Background: an optimization exercise with open tools, aiming at a short achievable clock period and few clock cycles per item. Do not read the settings as production practice. Function was checked by simulation only, so behaviour that the tests miss may differ from the original.

==> flow/design.v (excerpt) <==
module fp_arithmetic_sequence_generator (
    input wire clk,
    input wire rst_n,
    input wire activate,
    input wire [31:0] a1,
    input wire [31:0] d,
    input wire [31:0] n,
    input wire [31:0] saddr,
    output reg done,
    output reg [31:0] mem_addr,
    output reg [31:0] mem_wdata,
    output reg mem_write,
    input wire mem_ready
);
Size in the first run: roughly 130 flip-flops, roughly 200 I/O pins.
clock: 12.0 ns
lec_check: 0
cap_margin: 20
core_margin: 2
core_utilization: 40
slew_margin: 20
run.sh (not shown) runs the stock make flow with config.mk's settings and CLKGATE_MAP_FILE= SYNTH_SCRIPT=/design/flow/synth_recipe.tcl, a recipe that flattens the netlist after the stock synthesis.
The baseline completed with no timing, DRC or antenna violations.
Testbench counts at the start, summed over its fixed seeds: cycles 11,194, items 10,866.
Next try:
ABC_CLOCK_PERIOD_IN_PS = 2000   (was default)
SETUP_SLACK_MARGIN = 5   (was default)
Outcome:
- The new run finished with timing, DRC and antenna clean
- register-to-register slack gains 2.3 ns
- final cell count is higher by about 6%
- cell area is higher by about 16%
- routed wire length is higher by 8.0%
- worst setup slack improves by 2.3 ns
- utilization rises by 7.7 points
- critical path depth came out higher by 8
- via count came out higher by about 6%
- worst hold slack gets worse by 0.011 ns


Setup of job 1267:
Another version of the RTL of fp_arithmetic_sequence_generator (not shown whole).
Size: about 350 flip-flops, about 200 I/O pins.
clock: 12.0 ns
lec_check: 0
abc_clock_period_in_ps: 2000
cap_margin: 20
core_margin: 2
core_utilization: 40
setup_slack_margin: 5
slew_margin: 20
standard.sh (not shown) runs the stock make flow with config.mk's settings and CLKGATE_MAP_FILE= SYNTH_SCRIPT=/design/flow/synth_recipe.tcl, a recipe that flattens the netlist after the stock synthesis.
==> flow/flow/run.sh <==
#!/bin/bash
# Standard ORFS layout, with timing repair aimed well below the clock period.
set -euo pipefail
bash standard.sh finish SETUP_SLACK_MARGIN=10 > standard_flow.log 2>&1
Job 1267 completed every stage of the flow, and the final layout passed the timing, design-rule and antenna checks.
Testbench counts of job 1267, summed over its fixed seeds: cycles 11,560, items 10,866.
Edits applied to the flow inputs when going from job 1267 to job 9449:
Settings: putting PLACE_DENSITY at 0.55 where nothing was set.
==> flow/flow/run.sh <==
#!/bin/bash
# Standard ORFS layout, with timing repair aimed well below the clock period.
set -euo pipefail
bash standard.sh finish SETUP_SLACK_MARGIN=9 > standard_flow.log 2>&1
--- outcome ---
Post-route standard cell area excluding fillers: job 1267 and job 9449 compared, higher one is job 1267. Compared job 1267 against job 9449; total count of max-transition violations in the final report within noise. Compare job 1267 and job 9449 | sequential portion of the cell area lower: job 1267. Number of global-route vias before repair for job 9449 is lower than for job 1267. Against job 1267, job 9449 reports a shortest clock period the worst path allows after layout that is lower.
#### Input delta (job 7058 over job 9449)
Settings: a change of CORE_UTILIZATION from 40 to 42; a deleted PLACE_DENSITY that had been 0.55.
Results
Ratio of cells with drive above 1 in the final layout delta for job 7058 relative to job 9449: 1.3 points lower. Going from job 9449 to job 7058, the fmax was found to have gone down by about 1%. Placeable core region was lower in the run labelled job 7058. Job 7058 against job 9449: number of multi-input logic gates now sits higher, wire length per cell now sits higher. Area share of xor/xnor cells in the synthesized design came out exactly the same in job 9449 and job 7058. Across both runs, clock skew was higher for job 7058 than for job 9449. The final reports for job 7058 and job 9449 show routed wire length lower in the former.
Input changes introduced in job 5564 (baseline for comparison: job 7058):
Settings: CORE_UTILIZATION: 42 -> 40.
==> comparison <==
- Job 7058 reports its launching element of the worst setup path as Y[0] while job 5564 reports mem_wdata[2].
- Compared with job 7058, placement density in the core of job 5564 is lower.
- Summary of job 5564 over job 7058: DRC violation total after the first TritonRoute iteration now sits lower; multi-input combinational cell count now sits at about the same level.
- When job 5564 is measured against job 7058, its mean routed wirelength per cell turns out 0.61 µm lower.
- [compare] base=job 7058 new=job 5564: total track usage -1.8 points.
- From job 7058 to job 5564 the numbers moved as follows: total number of vias now sits lower, wire length lower, worst setup slack saw an increase.


== run 1 ==
Another version of the RTL of fp_arithmetic_sequence_generator (not shown whole).
Size: about 3400 cells after synthesis, roughly 27000 um^2 of cells after synthesis.
Settings: LEC_CHECK=0, ABC_CLOCK_PERIOD_IN_PS=2000, CAP_MARGIN=20, CORE_MARGIN=2, CORE_UTILIZATION=40, SETUP_SLACK_MARGIN=5, SLEW_MARGIN=20; clock period 12.0 ns.
==> flow/flow/run.sh <==
#!/bin/bash
# Standard ORFS layout, with timing repair aimed well below the clock period.
set -euo pipefail
bash standard.sh finish SETUP_SLACK_MARGIN=8 > standard_flow.log 2>&1
Testbench counts of run 1, summed over its fixed seeds: cycles 11,560, items 10,866.
[inputs] run 2 vs run 1
Settings: putting PLACE_DENSITY at 0.7 where nothing was set.
==> flow/flow/run.sh <==
#!/bin/bash
# Standard ORFS layout, with timing repair aimed well below the clock period.
set -euo pipefail
bash standard.sh finish SETUP_SLACK_MARGIN=9 > standard_flow.log 2>&1
## What came out
For the wire length, run 2 came in about 16% higher than run 1 did.
Any difference in clock-pin slew reported for the worst setup and hold paths after clock tree synthesis between run 2 and run 1 is small enough to ignore.
Against run 1, run 2 reports a time the worst path needs with I/O delays and setup that is lower.
Re clock distribution area overhead in the final layout: run 2 and run 1 aren't equal, and the lower value belongs to run 2.
Taking run 1 as the reference, in run 2 final-stage net count went up, critical path depth went up, utilization went up.
> inputs changed (run 2 -> run 3)
Settings: PLACE_DENSITY: 0.7 -> unset.
### Flow results
Run 3 vs run 2, stage delay of the slowest cell on the critical path went down by 0.10 ns. The share of post-route cells with drive strength above 1 of run 3 exceeds that of run 2 by 1.8 points. In the tables for run 3 and run 2, final period demand of the worst path reads higher with run 2. For the setup slack, run 3 came in 0.098 ns higher than run 2 did. | clock latency on the worst-skew pair | run 3 vs run 2 | ≈ equal |. Changes observed in run 3 relative to run 2: clock buffer count in the final layout shows an increase of 15; synthesized cell count held. A critical path capture point of mem_wdata[24] is what run 3 shows, while mem_wdata[30] belongs to run 2.


the reference run:
Another version of the RTL of fp_arithmetic_sequence_generator (not shown whole).
Size in the first run: roughly 2,900 cells after synthesis, about 200 I/O pins, roughly 24,000 um2 of cells after synthesis.
export LEC_CHECK = 0
export ABC_CLOCK_PERIOD_IN_PS = 2000
export CAP_MARGIN = 20
export CORE_MARGIN = 2
export CORE_UTILIZATION = 60
export SETUP_SLACK_MARGIN = 5
export SLEW_MARGIN = 20
create_clock -name core_clock -period 12.0 [get_ports {clk}]
==> flow/flow/run.sh <==
#!/bin/bash
# Standard ORFS layout, with timing repair aimed well below the clock period.
set -euo pipefail
bash standard.sh finish SETUP_SLACK_MARGIN=9 > standard_flow.log 2>&1
The reference run | ERROR | global routing
Testbench counts of the reference run, summed over its fixed seeds: cycles 11,554, items 10,866.
Changes in the trial run relative to the reference run:
Settings: CORE_UTILIZATION: 60 -> 40.
==> results.txt <==
- The trial run finished every step from synthesis to the final layout, and the layout passed the timing, design-rule and antenna checks.
- What the trial run reported for height of the die has to be multiplied by 0.819 to get the figure for the reference run.
- Number of resized instances in the post-cts repair step came out higher on the trial run than on the reference run.
- Summary of the trial run over the reference run: starting utilization of the core area now sits lower; total placed instance area higher; number of buffers created by CTS climbed 4.


Another version of the RTL of fp_arithmetic_sequence_generator (not shown whole).
Size in the first run: ~230 flip-flops, ~200 I/O pins.
==> flow/design.v (excerpt) <==
module fp_arithmetic_sequence_generator (
    input wire clk,
    input wire rst_n,
    input wire activate,
    input wire [31:0] a1,
    input wire [31:0] d,
    input wire [31:0] n,
    input wire [31:0] saddr,
    output reg done,
    output reg [31:0] mem_addr,
    output reg [31:0] mem_wdata,
    output reg mem_write,
    input wire mem_ready
);
==> flow/config.mk <==
export PLATFORM = sky130hd
export DESIGN_NAME = fp_arithmetic_sequence_generator
export DESIGN_NICKNAME = fp_arithmetic_sequence_generator
export VERILOG_FILES = /design/flow/design.v
export SDC_FILE = /design/flow/constraint.sdc
export NUM_CORES = 4
export LEC_CHECK = 0
export ABC_CLOCK_PERIOD_IN_PS = 2000
export CAP_MARGIN = 20
export CORE_MARGIN = 2
export CORE_UTILIZATION = 40
export SETUP_SLACK_MARGIN = 5
export SLEW_MARGIN = 20
==> flow/constraint.sdc <==
create_clock -name core_clock -period 12.0 [get_ports {clk}]
set_input_delay 2.4000 -clock core_clock [delete_from_list [all_inputs] [get_ports {clk}]]
set_output_delay 2.4000 -clock core_clock [all_outputs]
set_load 0.01 [all_outputs]
Scripts as last shown in full above: flow/flow/run.sh
Testbench counts at the start, summed over its fixed seeds: cycles 11,554, items 10,866.
Change:
==> flow/run.sh (new file) <==
#!/bin/bash
# synth_recipe.tcl (not shown) runs the flow's synth.tcl, then flattens the netlist and writes it again
# the make line also repeats each setting of config.mk as NAME=value (left out here)
make -C /OpenROAD-flow-scripts/flow DESIGN_CONFIG=/design/flow/config.mk WORK_HOME=/design/flow/orfs CLKGATE_MAP_FILE= SYNTH_SCRIPT=/design/flow/synth_recipe.tcl finish
removed: flow/flow/run.sh
removed: flow/standard.sh
Result:
- The changed run completed with no timing, DRC or antenna violations
- final area went down by 21%
- first-iteration DRC count went down by 13%
- critical path depth went down by 1
- setup slack is worse by 1.7 ns
- clock-buffer cell count went up by 10
- register-to-register slack is worse by 1.7 ns


The RTL this note starts from:
==> flow/design.v <==
`timescale 1ns/1ps
module fp_arithmetic_sequence_generator (
    input wire clk,
    input wire rst_n,
    input wire activate,
    input wire [31:0] a1,
    input wire [31:0] d,
    input wire [31:0] n,
    input wire [31:0] saddr,
    output reg done,
    output reg [31:0] mem_addr,
    output reg [31:0] mem_wdata,
    output reg mem_write,
    input wire mem_ready
);
    reg        busy;      
    reg        pend;      
    reg        tv;        
    reg        pv;        
    reg        nrm;       
    reg [31:0] rem;       
    reg        sd;        
    reg [7:0]  ed;
    reg [23:0] md;
    reg [23:0] X, Y;      
    reg [47:0] W;         
    reg [7:0]  R;         
    reg [7:0]  dR;        
    reg        isB;       
    reg        isA;       
    reg        sX, sY;    
    reg        esub;      
    reg [23:0] rN;        
    reg [7:0]  eN;
    reg        sN;
    reg [31:0] T;         
    reg        tsync;     
    reg [31:0] A;         
    reg        wrn;       
    wire       wr = !wrn;
    wire        st = T[31];
    wire [7:0]  et = T[30:23];
    wire [23:0] mt = {1'b1, T[22:0]};
    wire [24:0] sum = {1'b0, X} + {1'b0, Y};
    wire [24:0] dxy = {1'b0, X} - {1'b0, Y};
    wire [23:0] dyx = Y - X;
    wire        bor = dxy[24];                        
    wire [23:0] rb  = bor ? dyx : dxy[23:0];          
    wire kp = !esub & sum[24];
    wire k0 = !esub ? !sum[24] : (!isB & dxy[23]);
    wire km = esub & (isB ? rb[22] : (!dxy[23] & dxy[22]));
    wire kw = esub & (isB ? !rb[22] : (!dxy[23] & !dxy[22]));
    wire [22:0] f_p  = sum[23:1];
    wire [22:0] f_0  = esub ? dxy[22:0] : sum[22:0];
    wire [22:0] f_m  = isB ? {rb[21:0], 1'b0} : {dxy[21:0], 1'b0};
    wire [22:0] fn   = kp ? f_p : k0 ? f_0 : f_m;
    wire [23:0] mn   = {1'b1, fn};
    wire        sgn  = (esub & isB & bor) ? sY : sX;
    wire dR0  = (dR == 8'd0);
    wire dR1  = (dR == 8'd1);
    wire wrap = (kp & (R == 8'hff)) | (km & (R == 8'h00));
    wire [7:0]  Rp1 = R + 8'd1;
    wire [7:0]  Rm1 = R - 8'd1;
    wire [7:0]  en  = kp ? Rp1 : k0 ? R : Rm1;        
    wire        nC  = km & dR0;                       
    wire        nB  = (k0 & dR0) | (km & dR1);
    wire [7:0]  Rn  = nC ? R : en;
    wire [7:0]  dRp = dR + 8'd1;
    wire [7:0]  dRm = ~(~dR + 8'd1);
    wire [7:0]  dRn = kp ? dRp : k0 ? dR : dR0 ? 8'd0 : dRm;
    wire [47:0] Wn  = !isA ? (kp ? {1'b0, md, 23'd0} : {md, 24'd0}) :
                      kp ? {1'b0, W[47:1]} : k0 ? W : {W[46:0], 1'b0};
    wire [8:0]  pdiff = {1'b0, et} - {1'b0, ed};
    wire [8:0]  pndiff = {1'b0, ed} - {1'b0, et};
    wire        pC = pdiff[8];
    wire        pB = (pdiff == 9'd0);
    wire [7:0]  pnd = pndiff[7:0];                    
    wire [47:0] pW = ({md, 24'd0} >> pdiff[4:0]) & {48{pdiff[7:5] == 3'b000}};
    wire [23:0] pYC = (mt >> pnd[4:0]) & {24{pnd[7:5] == 3'b000}};
    reg [4:0] lz;
    integer i;
    always @* begin
        lz = 5'd0;
        for (i = 0; i < 24; i = i + 1)
            if (rN[i]) lz = 5'd23 - i[4:0];
    end
    wire [23:0] nsh = rN << lz;
    wire        nzero = (rN == 24'd0);
    wire [8:0]  eNlz  = {1'b0, eN} - {4'd0, lz};      
    wire outst    = wr | pend;
    wire pend_n   = outst & !mem_ready;
    wire rem_last = wr ? (rem == 32'd1) : (rem == 32'd0);
    wire tfree    = !tv | wr;
    wire fast     = !nrm & pv & tfree;
    wire fast_ok  = fast & !kw;
    wire tv_n     = nrm | fast_ok | (tv & !wr);
    wire wr_n     = busy ? (tv_n & !pend_n & !rem_last) : (activate & (n != 32'd0));
    always @(posedge clk or negedge rst_n) begin
        if (!rst_n) begin
            busy      <= 1'b0;
            pend      <= 1'b0;
            mem_write <= 1'b0;
            wrn       <= 1'b1;
            done      <= 1'b0;
            tv        <= 1'b0;
            pv        <= 1'b0;
            nrm       <= 1'b0;
            tsync     <= 1'b0;
        end else if (!busy) begin
            pend      <= 1'b0;
            mem_write <= wr_n;
            wrn       <= !wr_n;
            busy      <= activate & (n != 32'd0);
            done      <= activate & (n == 32'd0);
            tv        <= 1'b1;
            pv        <= 1'b0;
            nrm       <= 1'b0;
            tsync     <= 1'b1;
        end else begin
            pend      <= pend_n;
            mem_write <= wr_n;
            wrn       <= !wr_n;
            done      <= !pend_n & rem_last;
            busy      <= !(!pend_n & rem_last);
            tv        <= tv_n;
            nrm       <= fast & kw;
            pv        <= fast ? (!kw & !wrap) : (!nrm & tsync);
            tsync     <= !fast;
        end
    end
    wire        A_en = !busy | wr;
    wire [31:0] A_n  = !busy ? saddr : A + 32'd4;
    wire        T_en = !busy | nrm | fast;
    wire [31:0] T_nrm = nzero ? {sN, 31'd0} : {sN, eNlz[7:0], nsh[22:0]};
    wire [31:0] T_n  = !busy ? a1 : nrm ? T_nrm : {sgn, en, fn};
    always @(posedge clk) begin
        if (A_en) A <= A_n;
        if (T_en) mem_wdata <= T_n;
        T <= !busy ? a1 : nrm ? T_nrm : mem_wdata;
    end
    always @(posedge clk or negedge rst_n) begin
        if (!rst_n)
            mem_addr <= 32'd0;
        else if (A_en)
            mem_addr <= A_n;
    end
    always @(posedge clk) begin
        if (!busy)
            rem <= n;
        else if (wr)
            rem <= rem - 32'd1;
    end
    always @(posedge clk) begin
        if (!busy) begin
            sd <= d[31];
            ed <= d[30:23];
            md <= {1'b1, d[22:0]};
        end
    end
    always @(posedge clk) begin
        rN <= rb;
        eN <= R;
        sN <= sgn;
        if (fast) begin
            X    <= nC ? md : mn;
            Y    <= nC ? {1'b0, mn[23:1]} : Wn[47:24];
            W    <= Wn;
            R    <= Rn;
            dR   <= dRn;
            isB  <= nB;
            isA  <= !nB & !nC;
            sX   <= nC ? sd : sgn;
            sY   <= nC ? sgn : sd;
            esub <= sgn ^ sd;
        end else begin
            X    <= pC ? md : mt;
            Y    <= pC ? pYC : pW[47:24];
            W    <= pW;
            R    <= pC ? ed : et;
            dR   <= pC ? 8'd0 : pdiff[7:0];
            isB  <= pB;
            isA  <= !pB & !pC;
            sX   <= pC ? sd : st;
            sY   <= pC ? st : sd;
            esub <= st ^ sd;
        end
    end
endmodule
==> flow/config.mk <==
export PLATFORM = sky130hd
export DESIGN_NAME = fp_arithmetic_sequence_generator
export DESIGN_NICKNAME = fp_arithmetic_sequence_generator
export VERILOG_FILES = /design/flow/design.v
export SDC_FILE = /design/flow/constraint.sdc
export NUM_CORES = 4
export LEC_CHECK = 0
export ABC_CLOCK_PERIOD_IN_PS = 2000
export CAP_MARGIN = 50
export CORE_MARGIN = 2
export CORE_UTILIZATION = 40
export SETUP_SLACK_MARGIN = 5
export SLEW_MARGIN = 50
==> flow/constraint.sdc <==
create_clock -name core_clock -period 12.0 [get_ports {clk}]
set_input_delay 2.4000 -clock core_clock [delete_from_list [all_inputs] [get_ports {clk}]]
set_output_delay 2.4000 -clock core_clock [all_outputs]
set_load 0.01 [all_outputs]
==> flow/flow/run.sh <==
#!/bin/bash
# Standard ORFS layout, with timing repair aimed well below the clock period.
set -euo pipefail
bash standard.sh finish SETUP_SLACK_MARGIN=9 > standard_flow.log 2>&1
Testbench counts at the start, summed over its fixed seeds: cycles 11,554, items 10,866.
Edit:
--- a/flow/config.mk
+++ b/flow/config.mk
@@ -8,3 +8,3 @@
 export ABC_CLOCK_PERIOD_IN_PS = 2000
-export CAP_MARGIN = 50
+export CAP_MARGIN = 20
 export CORE_MARGIN = 2
@@ -12,2 +12,2 @@
 export SETUP_SLACK_MARGIN = 5
-export SLEW_MARGIN = 50
+export SLEW_MARGIN = 20
Design area goes down slightly; clock-buffer cell count does not change; routed wire length is lower by a few percent; die area stays the same; setup slack gets better by 440 ps; area after synthesis does not change.

## afterwards: timing with drivers on the ports
How much do the figures lean on ideal ports? The routed layouts below were timed once more, with nothing changed but the port constraints. Step 1, drivers: a clkbuf_16 drives clk and a buf_2 each remaining input, both assumed. Step 2 adds t to the input delays and takes it off the output delays; t is the mean of the earliest and latest rising clock arrival at the registers after step 1. Input paths then give back, and output paths get back, about the clock's delay inside the block. Three values: ideal, step 1, step 2; two values: the first two.
run	shift t [ns]	slack for setup (ns)	worst hold slack (ns)	worst register clock-pin slew, ns
the first run of note 1	0.514	1.086 / 1.086 / 1.086	0.675 / 0.675 / 0.675	0.07 / 0.07
the second run of note 1	0.514	3.421 / 3.421 / 3.421	0.664 / 0.664 / 0.664	0.07 / 0.07
job 1267	0.670	8.364 / 8.298 / 8.301	0.440 / 0.440 / 0.440	0.07 / 0.07
job 9449	0.665	8.406 / 8.346 / 8.288	0.458 / 0.458 / 0.458	0.07 / 0.07
job 7058	0.665	8.370 / 8.330 / 8.292	0.443 / 0.443 / 0.443	0.07 / 0.07
job 5564	0.653	8.414 / 8.351 / 8.251	0.440 / 0.440 / 0.440	0.07 / 0.07
run 1	0.665	8.005 / 7.942 / 7.663	0.420 / 0.420 / 0.420	0.07 / 0.07
run 2	0.674	8.302 / 8.302 / 8.100	0.440 / 0.440 / 0.440	0.08 / 0.08
run 3	0.682	8.401 / 8.330 / 8.159	0.440 / 0.440 / 0.440	0.07 / 0.07
the trial run	0.651	8.176 / 8.113 / 7.563	0.449 / 0.449 / 0.449	0.08 / 0.08
the first run of note 5	0.658	7.542 / 7.542 / 7.542	0.598 / 0.598 / 0.598	0.07 / 0.07
the second run of note 5	0.637	5.891 / 5.891 / 5.891	0.592 / 0.592 / 0.592	0.06 / 0.06
the first run of note 6	0.650	7.729 / 7.729 / 7.729	0.438 / 0.438 / 0.438	0.07 / 0.07
the second run of note 6	0.658	8.167 / 8.167 / 8.167	0.451 / 0.451 / 0.451	0.07 / 0.07
After both steps setup and hold are still met in every run listed. For the trial run, which loses most, drivers alone change the setup slack by -0.063 ns; drivers and shift together by -0.613 ns.
